Background: an optimization exercise with open tools, aiming at small area. Do not read the settings as production practice.
In this exercise RTL edits were held to simulation tests only and were not proved equivalent to the original.
Power is estimated from default activity; no workload was simulated.

[design/flow/config.mk]
export PLATFORM = sky130hd
export DESIGN_NAME = jtag_sba_top
export DESIGN_NICKNAME = jtag_sba_top
export VERILOG_FILES = /design/flow/design.v
export SDC_FILE = /design/flow/constraint.sdc
export NUM_CORES = 4
export LEC_CHECK = 0
export CAP_MARGIN = 20
export CORE_MARGIN = 2
export CORE_UTILIZATION = 40
export PLACE_DENSITY = 0.6
export SLEW_MARGIN = 20
[design/flow/constraint.sdc]
create_clock -name core_clock -period 10.0 [get_ports {tck_i}]
set_input_delay 2.0000 -clock core_clock [delete_from_list [all_inputs] [get_ports {tck_i}]]
set_output_delay 2.0000 -clock core_clock [all_outputs]
set_load 0.01 [all_outputs]
[design/flow/design.v]
module jtag_sba_top (
  input  logic        tck_i,
  input  logic        tms_i,
  input  logic        td_i,
  input  logic        trst_ni,
  output logic        td_o,
  output logic        tdo_oe_o,
  output logic        dmi_clear_o,
  output logic        master_req_o,
  output logic [31:0] master_add_o,
  output logic        master_we_o,
  output logic [31:0] master_wdata_o,
  output logic [3:0]  master_be_o,
  input  logic        master_gnt_i,
  input  logic        master_r_valid_i,
  input  logic        master_r_err_i,
  input  logic        master_r_other_err_i,
  input  logic [31:0] master_r_rdata_i
);
  localparam logic [3:0] TLR  = 4'hF, RTI  = 4'hC, SDR  = 4'h7, CDR  = 4'h6,
                         SHDR = 4'h2, E1DR = 4'h1, PDR  = 4'h3, E2DR = 4'h0,
                         UDR  = 4'h5, SIR  = 4'h4, CIR  = 4'hE, SHIR = 4'hA,
                         E1IR = 4'h9, PIR  = 4'hB, E2IR = 4'h8, UIR  = 4'hD;
  localparam logic [1:0] IR_BYP = 2'd0, IR_ID = 2'd1, IR_DTMCS = 2'd2, IR_DMI = 2'd3;
  logic [3:0] tap_q, tap_d;
  logic [1:0] ir_q;
  logic [40:0] sr_q, sr_d;
  logic        tdo_oe_q, clr1_q, clr2_q;
  logic tlr, capture_dr, shift_dr, update_dr, capture_ir, shift_ir, update_ir;
  assign tlr        = (tap_q == TLR);
  assign capture_dr = (tap_q == CDR);
  assign shift_dr   = (tap_q == SHDR);
  assign update_dr  = (tap_q == UDR);
  assign capture_ir = (tap_q == CIR);
  assign shift_ir   = (tap_q == SHIR);
  assign update_ir  = (tap_q == UIR);
  always_comb begin
    tap_d = tap_q;
    unique case (tap_q)
      TLR:  tap_d = tms_i ? TLR  : RTI;
      RTI:  tap_d = tms_i ? SDR  : RTI;
      SDR:  tap_d = tms_i ? SIR  : CDR;
      CDR:  tap_d = tms_i ? E1DR : SHDR;
      SHDR: tap_d = tms_i ? E1DR : SHDR;
      E1DR: tap_d = tms_i ? UDR  : PDR;
      PDR:  tap_d = tms_i ? E2DR : PDR;
      E2DR: tap_d = tms_i ? UDR  : SHDR;
      UDR:  tap_d = tms_i ? SDR  : RTI;
      SIR:  tap_d = tms_i ? TLR  : CIR;
      CIR:  tap_d = tms_i ? E1IR : SHIR;
      SHIR: tap_d = tms_i ? E1IR : SHIR;
      E1IR: tap_d = tms_i ? UIR  : PIR;
      PIR:  tap_d = tms_i ? E2IR : PIR;
      E2IR: tap_d = tms_i ? UIR  : SHIR;
      UIR:  tap_d = tms_i ? SDR  : RTI;
      default: tap_d = tap_q;
    endcase
  end
  logic is_dmi, is_dtmcs, is_byp;
  assign is_dmi   = (ir_q == IR_DMI);
  assign is_dtmcs = (ir_q == IR_DTMCS);
  assign is_byp   = (ir_q == IR_BYP);
  always_ff @(posedge tck_i or negedge trst_ni) begin
    if (!trst_ni) begin
      tap_q    <= TLR;
      ir_q     <= IR_ID;
      tdo_oe_q <= 1'b0;
      clr1_q   <= 1'b0;
      clr2_q   <= 1'b0;
    end else begin
      tap_q    <= tap_d;
      tdo_oe_q <= shift_ir | shift_dr;
      clr1_q   <= tlr;
      clr2_q   <= clr1_q;
      if (tlr) ir_q <= IR_ID;
      else if (update_ir) begin
        unique case (sr_q[4:0])
          5'h01:   ir_q <= IR_ID;
          5'h10:   ir_q <= IR_DTMCS;
          5'h11:   ir_q <= IR_DMI;
          default: ir_q <= IR_BYP;
        endcase
      end
    end
  end
  assign tdo_oe_o    = tdo_oe_q;
  assign dmi_clear_o = clr2_q;
  logic [6:0]  address_q;
  logic [31:0] data_q;       
  logic [31:0] resp_data_q;
  logic        err_q;        
  logic [2:0]  cnt_q;        
  logic        rd_q;         
  logic        rbusy_q;      
  localparam logic [31:0] IdCode = 32'hDEAD_BEEF;
  logic [31:0] dtmcs_cap;
  assign dtmcs_cap = {17'b0, 3'd1, err_q, err_q, 6'd7, 4'd1};
  always_comb begin
    sr_d = sr_q;
    if (shift_ir || shift_dr) begin
      sr_d = {td_i, sr_q[40:1]};
      if (!is_dmi) sr_d[31] = td_i;
      if (shift_ir) sr_d[4] = td_i;
      if (shift_dr && is_byp) sr_d[0] = td_i;
    end
    if (capture_ir) sr_d[4:0] = 5'b00101;
    if (capture_dr) begin
      unique case (ir_q)
        IR_DMI:   sr_d = {address_q, resp_data_q, err_q, err_q};
        IR_DTMCS: sr_d = {address_q, resp_data_q[31:30], dtmcs_cap};
        IR_ID:    sr_d = {address_q, resp_data_q[31:30], IdCode};
        default:  sr_d = {address_q, resp_data_q[31:30], IdCode[31:1], 1'b0};
      endcase
    end
  end
  always_ff @(posedge tck_i) begin
    sr_q <= sr_d;
    td_o <= sr_q[0];
  end
  logic dmi_clear, upd_ok, start, ev_busy, sba_valid;
  assign dmi_clear = tlr || (is_dtmcs && update_dr && sr_q[17]);
  assign upd_ok    = is_dmi && update_dr && !err_q && (cnt_q == 3'd0);
  assign start     = upd_ok && (sr_q[1] ^ sr_q[0]);
  assign sba_valid = (cnt_q == 3'd3);
  logic [31:0] sba_rdata;
  logic        sba_rbusy;
  assign ev_busy = (update_dr && (cnt_q != 3'd0))
                || (capture_dr && (cnt_q != 3'd0) && rd_q)
                || ((cnt_q == 3'd7) && rbusy_q);
  always_ff @(posedge tck_i or negedge trst_ni) begin
    if (!trst_ni) begin
      address_q   <= '0;
      resp_data_q <= '0;
      err_q       <= 1'b0;
      cnt_q       <= 3'd0;
    end else if (dmi_clear) begin
      address_q   <= '0;
      resp_data_q <= '0;
      err_q       <= 1'b0;
      cnt_q       <= 3'd0;
    end else begin
      if (upd_ok) address_q <= sr_q[40:34];
      if ((cnt_q == 3'd7) && !rbusy_q) resp_data_q <= data_q;
      if (ev_busy) err_q <= 1'b1;
      if (cnt_q != 3'd0) cnt_q <= cnt_q + 3'd1;
      else if (start)    cnt_q <= 3'd1;
    end
  end
  always_ff @(posedge tck_i) begin
    if (upd_ok) begin
      data_q <= sr_q[33:2];
      rd_q   <= ~sr_q[1];
    end else if (sba_valid) begin
      data_q  <= sba_rdata;
      rbusy_q <= sba_rbusy;
    end
  end
  localparam logic [2:0] S_IDLE = 3'b000, S_READ = 3'b100, S_WRITE = 3'b101,
                         S_WREAD = 3'b110, S_WWRITE = 3'b111;
  logic [2:0]  sst_q;
  logic [31:0] sbcs_q, sbaddr0_q, sbaddr1_q, sbdata0_q, sbdata1_q;
  logic [2:0] sbaccess;
  logic [2:0] sberror;
  assign sbaccess = sbcs_q[19:17];
  assign sberror  = sbcs_q[14:12];
  logic busy, req_ph, wait_ph;
  assign busy    = sst_q[2];
  assign req_ph  = sst_q[2] & ~sst_q[1];
  assign wait_ph = sst_q[2] &  sst_q[1];
  logic op_rd, op_wr;
  logic a38, a39, a3a, a3c, a3d;
  assign op_rd = sba_valid &  rd_q;
  assign op_wr = sba_valid & ~rd_q;
  assign a38 = (address_q == 7'h38);
  assign a39 = (address_q == 7'h39);
  assign a3a = (address_q == 7'h3a);
  assign a3c = (address_q == 7'h3c);
  assign a3d = (address_q == 7'h3d);
  assign sba_rbusy = busy & (a3c | a3d | (~rd_q & (a38 | a39 | a3a)));
  always_comb begin
    sba_rdata = '0;
    if (op_rd) begin
      if (a38) sba_rdata = sbcs_q;
      if (a39) sba_rdata = sbaddr0_q;
      if (a3a) sba_rdata = sbaddr1_q;
      if (a3c && !busy) sba_rdata = sbdata0_q;
      if (a3d && !busy) sba_rdata = sbdata1_q;
    end
  end
  logic misaligned, badsize, errc;
  always_comb begin
    unique case (sbaccess)
      3'd0:    misaligned = 1'b0;
      3'd1:    misaligned = sbaddr0_q[0];
      3'd2:    misaligned = |sbaddr0_q[1:0];
      3'd3:    misaligned = |sbaddr0_q[2:0];
      3'd4:    misaligned = |sbaddr0_q[3:0];
      3'd5:    misaligned = |sbaddr0_q[4:0];
      3'd6:    misaligned = |sbaddr0_q[5:0];
      default: misaligned = |sbaddr0_q[6:0];
    endcase
  end
  assign badsize = sbaccess[2] | (sbaccess[1] & sbaccess[0]);
  assign errc    = misaligned | badsize;
  assign master_req_o = req_ph & ~errc;
  assign master_we_o  = sst_q[0];
  assign master_add_o = sbaddr0_q;
  always_comb begin
    unique case (sbaccess[1:0])
      2'd0:    master_be_o = 4'b0001 << sbaddr0_q[1:0];
      2'd1:    master_be_o = sbaddr0_q[1] ? 4'b1100 : 4'b0011;
      default: master_be_o = 4'b1111;
    endcase
  end
  assign master_wdata_o = sbdata0_q << {sbaddr0_q[1:0], 3'b000};
  logic [31:0] addr_inc;
  assign addr_inc = sbaddr0_q + {29'b0, sbaccess[1], sbaccess[0], ~(sbaccess[1] | sbaccess[0])};
  logic done, ok_wr, go_addr, go_wdata, go_rdata;
  assign done     = wait_ph & master_r_valid_i;
  assign ok_wr    = op_wr & ~busy;
  assign go_addr  = ok_wr & a39 & (sberror == 3'd0) & sbcs_q[20];
  assign go_wdata = ok_wr & a3c & (sberror == 3'd0);
  assign go_rdata = op_rd & a3c & ~busy & (sberror == 3'd0) & sbcs_q[15];
  always_ff @(posedge tck_i or negedge trst_ni) begin
    if (!trst_ni) begin
      sst_q     <= S_IDLE;
      sbcs_q    <= '0;
      sbaddr0_q <= '0;
      sbaddr1_q <= '0;
      sbdata0_q <= '0;
      sbdata1_q <= '0;
    end else begin
      if (!busy) begin
        if (go_addr)       sst_q <= S_READ;
        else if (go_wdata) sst_q <= S_WRITE;
        else if (go_rdata) sst_q <= S_READ;
      end else if (req_ph) begin
        if (errc)              sst_q <= S_IDLE;
        else if (master_gnt_i) sst_q <= {2'b11, sst_q[0]};
      end else if (master_r_valid_i) begin
        sst_q <= S_IDLE;
      end
      if (ok_wr && a38) begin
        sbcs_q <= data_q;
        sbcs_q[22] <= sbcs_q[22] & ~data_q[22];
        sbcs_q[14:12] <= (|data_q[14:12]) ? 3'b000 : sberror;
      end
      if (sba_valid && busy && (a3c | a3d | (~rd_q & (a38 | a39 | a3a))))
        sbcs_q[22] <= 1'b1;
      if (req_ph && errc)
        sbcs_q[14:12] <= misaligned ? 3'd3 : 3'd4;
      if (done && master_r_other_err_i)
        sbcs_q[14:12] <= 3'd7;
      else if (done && master_r_err_i)
        sbcs_q[14:12] <= 3'd2;
      if (ok_wr && a39) sbaddr0_q <= data_q;
      else if (done && sbcs_q[16]) sbaddr0_q <= addr_inc;
      if (ok_wr && a3a) sbaddr1_q <= data_q;
      if (ok_wr && a3c) sbdata0_q <= data_q;
      else if (done && !sst_q[0]) sbdata0_q <= master_r_rdata_i >> {sbaddr0_q[1:0], 3'b000};
      if (ok_wr && a3d) sbdata1_q <= data_q;
      else if (done && !sst_q[0]) sbdata1_q <= '0;
    end
  end
endmodule
[design/flow/run.sh]
#!/bin/bash
# synth_recipe.tcl (not shown) runs the flow's synth.tcl, then flattens the netlist and writes it again
# the make line also repeats each setting of config.mk as NAME=value (left out here)
make -C /OpenROAD-flow-scripts/flow DESIGN_CONFIG=/design/flow/config.mk WORK_HOME=/design/flow/orfs CLKGATE_MAP_FILE= SYNTH_SCRIPT=/design/flow/synth_recipe.tcl finish
==> reports/metrics.yaml <==
drive_gt1_share_pct: 8.97
cts_resized: 0
total_power_mw: 3.78
grtUsageMet3_pct: 4.90
ys_ff_latch: 291
crit_path_max_fanout: 50
gr-usage-met1_pct: 37.4
leakagePower_nw: 7.21
drtPass1Iterations: 5
yosysWarnings: 1
rsz0062_at_grt: "false"
vias: 12800
skew_ns: 0.0260
syn_area_per_cell_um2: 9.46
met2_usage_pct: 38.0
clkLatencyLatePin_ns: 0.52
hpwlAfterDp_um: 34500
cts_num_sinks: 291
synth_seq_area_share_pct: 50.5
ctsHoldBuffers: 0
status: "finished clean"
post-route-period-util_pct: 49.2
endpoint_kind: "primary output"
hold_slack_ns: 0.354
dp_worst_setup_slack_ns: 5.56
critical-path-max-stage-delay_ns: 0.63
finalWorstSetupSlack_ns: 5.08
die_area_um2: 39500
first_iter_violations: 1295
whs_path_depth: 0
synth-main-ff-cell: "dfrtp_1"
final_common_cell: "nand2_1"
wl_per_cell_um: 23.0
tightestPinTransition_ns: 1.05
busiest_layer: "met2"
core_um2: 37500
initial_utilization_pct: 40.5
postSynthCellCount: 1603
grt_pass1_vias: 12100
synth_edf_count: 75
rows: 71
n_fill_cell: 3517
die_y_um: 199
powerDensity_nw_per_um2: 212
syn2layout_area_growth_pct: 17.8
drtAntennaViolNets: 0
hp-class: "flop to flop"
n_antenna_cell: 0
drv_slew: 0
multi_input_area_um2: 6940
cp.required_ns: 8.00
cts_buffers: 35
antenna_found_initial: 0
cts_root_buffer: "clkbuf_16"
slowest_stage: "dfrtp_4"
final_util_pct: 47.7
grt_max_degree: 84
vdd_drop_max_uv: 171
grt_first_pass_wirelength_um: 76600
grt-ovfl-total: 0
async_reset_ff_share_pct: 73.9
drc_errors: 0
grt_use_total_pct: 25.7
postCtsSetupRepairBufs: 0
io-pin-count: 113
die_x_um: 199
synth_area_um2: 15200
finalSetupTns_ns: 0
vias_per_cell: 5.88
maxCapViolCount: 0
hold_viol_final: 0
clk_path_buf_depth: 3
max_freq_ghz: 0.203
placement.io_buffers: 112
synth_nets: 1658
htree_levels: 2
critPathKind: "flop to primary output"
setup_viol: 0
nets: 1702
drt_wl_total_um: 50300
cp.arrival_ns: 2.92
crit_chain: "buf_4 -> mux2i_1 -> o21ai_0 -> clkdlybuf4s50_1"
clk_pin_slew_ns: 0.06
tritoncts: "built"
crit_path_start_kind: "flop"
most-common-layout-cells: "nand2_1, dfrtp_1, a21oi_1"
r2r_cells: 8
ys_types: 76
min_period_ns: 4.92
maxSlewHeadroom_pct: 30.2
final-seq-area_um2: 7670
globalplace.congestion: 0.894
## synth_stat cells (14+ instances only)
| master | number | area [um^2] |
|---|---|---|
| nor2b_1 | 26 | 163 |
| mux2_2 | 41 | 462 |
| ha_1 | 14 | 175 |
| inv_1 | 30 | 113 |
| o21ai_0 | 99 | 495 |
| o211ai_1 | 14 | 105 |
| clkbuf_1 | 83 | 312 |
| nor2_1 | 88 | 330 |
| a21oi_1 | 135 | 676 |
| nand2_1 | 361 | 1360 |
| nand3_1 | 23 | 115 |
| o22ai_1 | 35 | 219 |
| edfxtp_1 | 75 | 2250 |
| dfrtp_1 | 210 | 5260 |
| a22o_1 | 32 | 280 |
| buf_2 | 26 | 130 |
| mux2i_1 | 88 | 881 |
| a211oi_1 | 34 | 255 |
## worst max-delay path: cells and delay by family, from the launching register on
family / cells / cell delay, ns
buffers and inverters: 2 / 1.24
DFF: 1 / 0.63
AOI/OAI and AO/OA: 1 / 0.32
muxes: 1 / 0.17
## final cells by class
type	instances	share of cell area, %
Inverter	31	0.651
Tap cell	511	3.58
Timing Repair Buffer	130	7.06
Sequential cell	291	42.9
Multi-Input combinational cell	1158	38.8
Clock inverter	13	1.30
Clock buffer	49	5.71
## power by group
part / switching, mW / internal [mW] / total [mW]
Clock: 0.515 / 0.870 / 1.38
Sequential: 0.268 / 1.48 / 1.75
Combinational: 0.389 / 0.260 / 0.648
Total: 1.17 / 2.61 / 3.78
## routing by layer
metal	wire length (um)	up-vias
met5	0	-
met4	1890	0
met3	4540	84
met2	21800	597
met1	22100	6342
li1	-	5820
## path summary, 6_finish.rpt
check | slack [ns] | start | endpoint
hold / removal | 0.35 | clr1_q | clr2_q
setup reg to reg | 6.56 | sbaddr0_q[1] | sbaddr0_q[28]
min in group asynchronous | 1.47 | trst_ni | sbcs_q[2]
setup / recovery | 5.08 | sbaddr0_q[0] | master_wdata_o[17]
max in group asynchronous | 7.02 | trst_ni | address_q[0]
hold reg to reg | 0.35 | clr1_q | clr2_q
## flip-flops by register name, summed over array words and instances (netlist names)
signal       count
address_q        7
clr1_q           1
clr2_q           1
cnt_q            3
data_q          32
err_q            1
ir_q             2
rbusy_q          1
rd_q             1
resp_data_q     32
sbaddr0_q       32
sbaddr1_q       32
sbcs_q          32
sbdata0_q       32
sbdata1_q       32
sr_q            41
sst_q            3
tap_q            4
td_o             1
tdo_oe_q         1
## kinds of logic (layout without fill, tap and decap cells)
kind of cell / count (synthesis) / count (layout) / share of synthesized area [%]
AO/OA/AOI/OAI: 428 / 428 / 17.8
adder cells (fa/ha/maj): 15 / 15 / 1.29
buffers and inverters: 154 / 223 / 4.10
multiplexers: 129 / 129 / 8.85
AND/OR/NAND/NOR: 580 / 580 / 17.1
flip-flops: 291 / 291 / 50.5
XOR/XNOR: 6 / 6 / 0.346
## metrics by stage
stage | cells | instance area [um^2]
global route | 2183 | 17900
detailed placement | 2121 | 16600
CTS | 2183 | 17900
global placement | 2121 | 16600
finish | 2183 | 17900
floorplan | 1603 | 15200

-- re-timing with driven ports --
The flow's constraints put no driver on any port. The routed layout listed below was extracted and timed again, unchanged, in two steps. Step 1 sets driving cells, clkbuf_16 on the clock port and buf_2 on the other inputs (assumed; they add their load-dependent delay and slew). Step 2 also shifts input and output timing later by t, the mid clock arrival at the registers, as if the neighbouring blocks saw the same clock. a / b / c = ideal ports / drivers / drivers and shift; a / b = the first two.
t (ns): 0.566
setup slack, ns: 5.083 / 5.028 / 5.456
worst data-port slew with drivers (ns): 0.06
After both steps setup and hold are still met in this run. For this run, drivers alone change the setup slack by -0.055 ns; drivers and shift together by +0.373 ns.
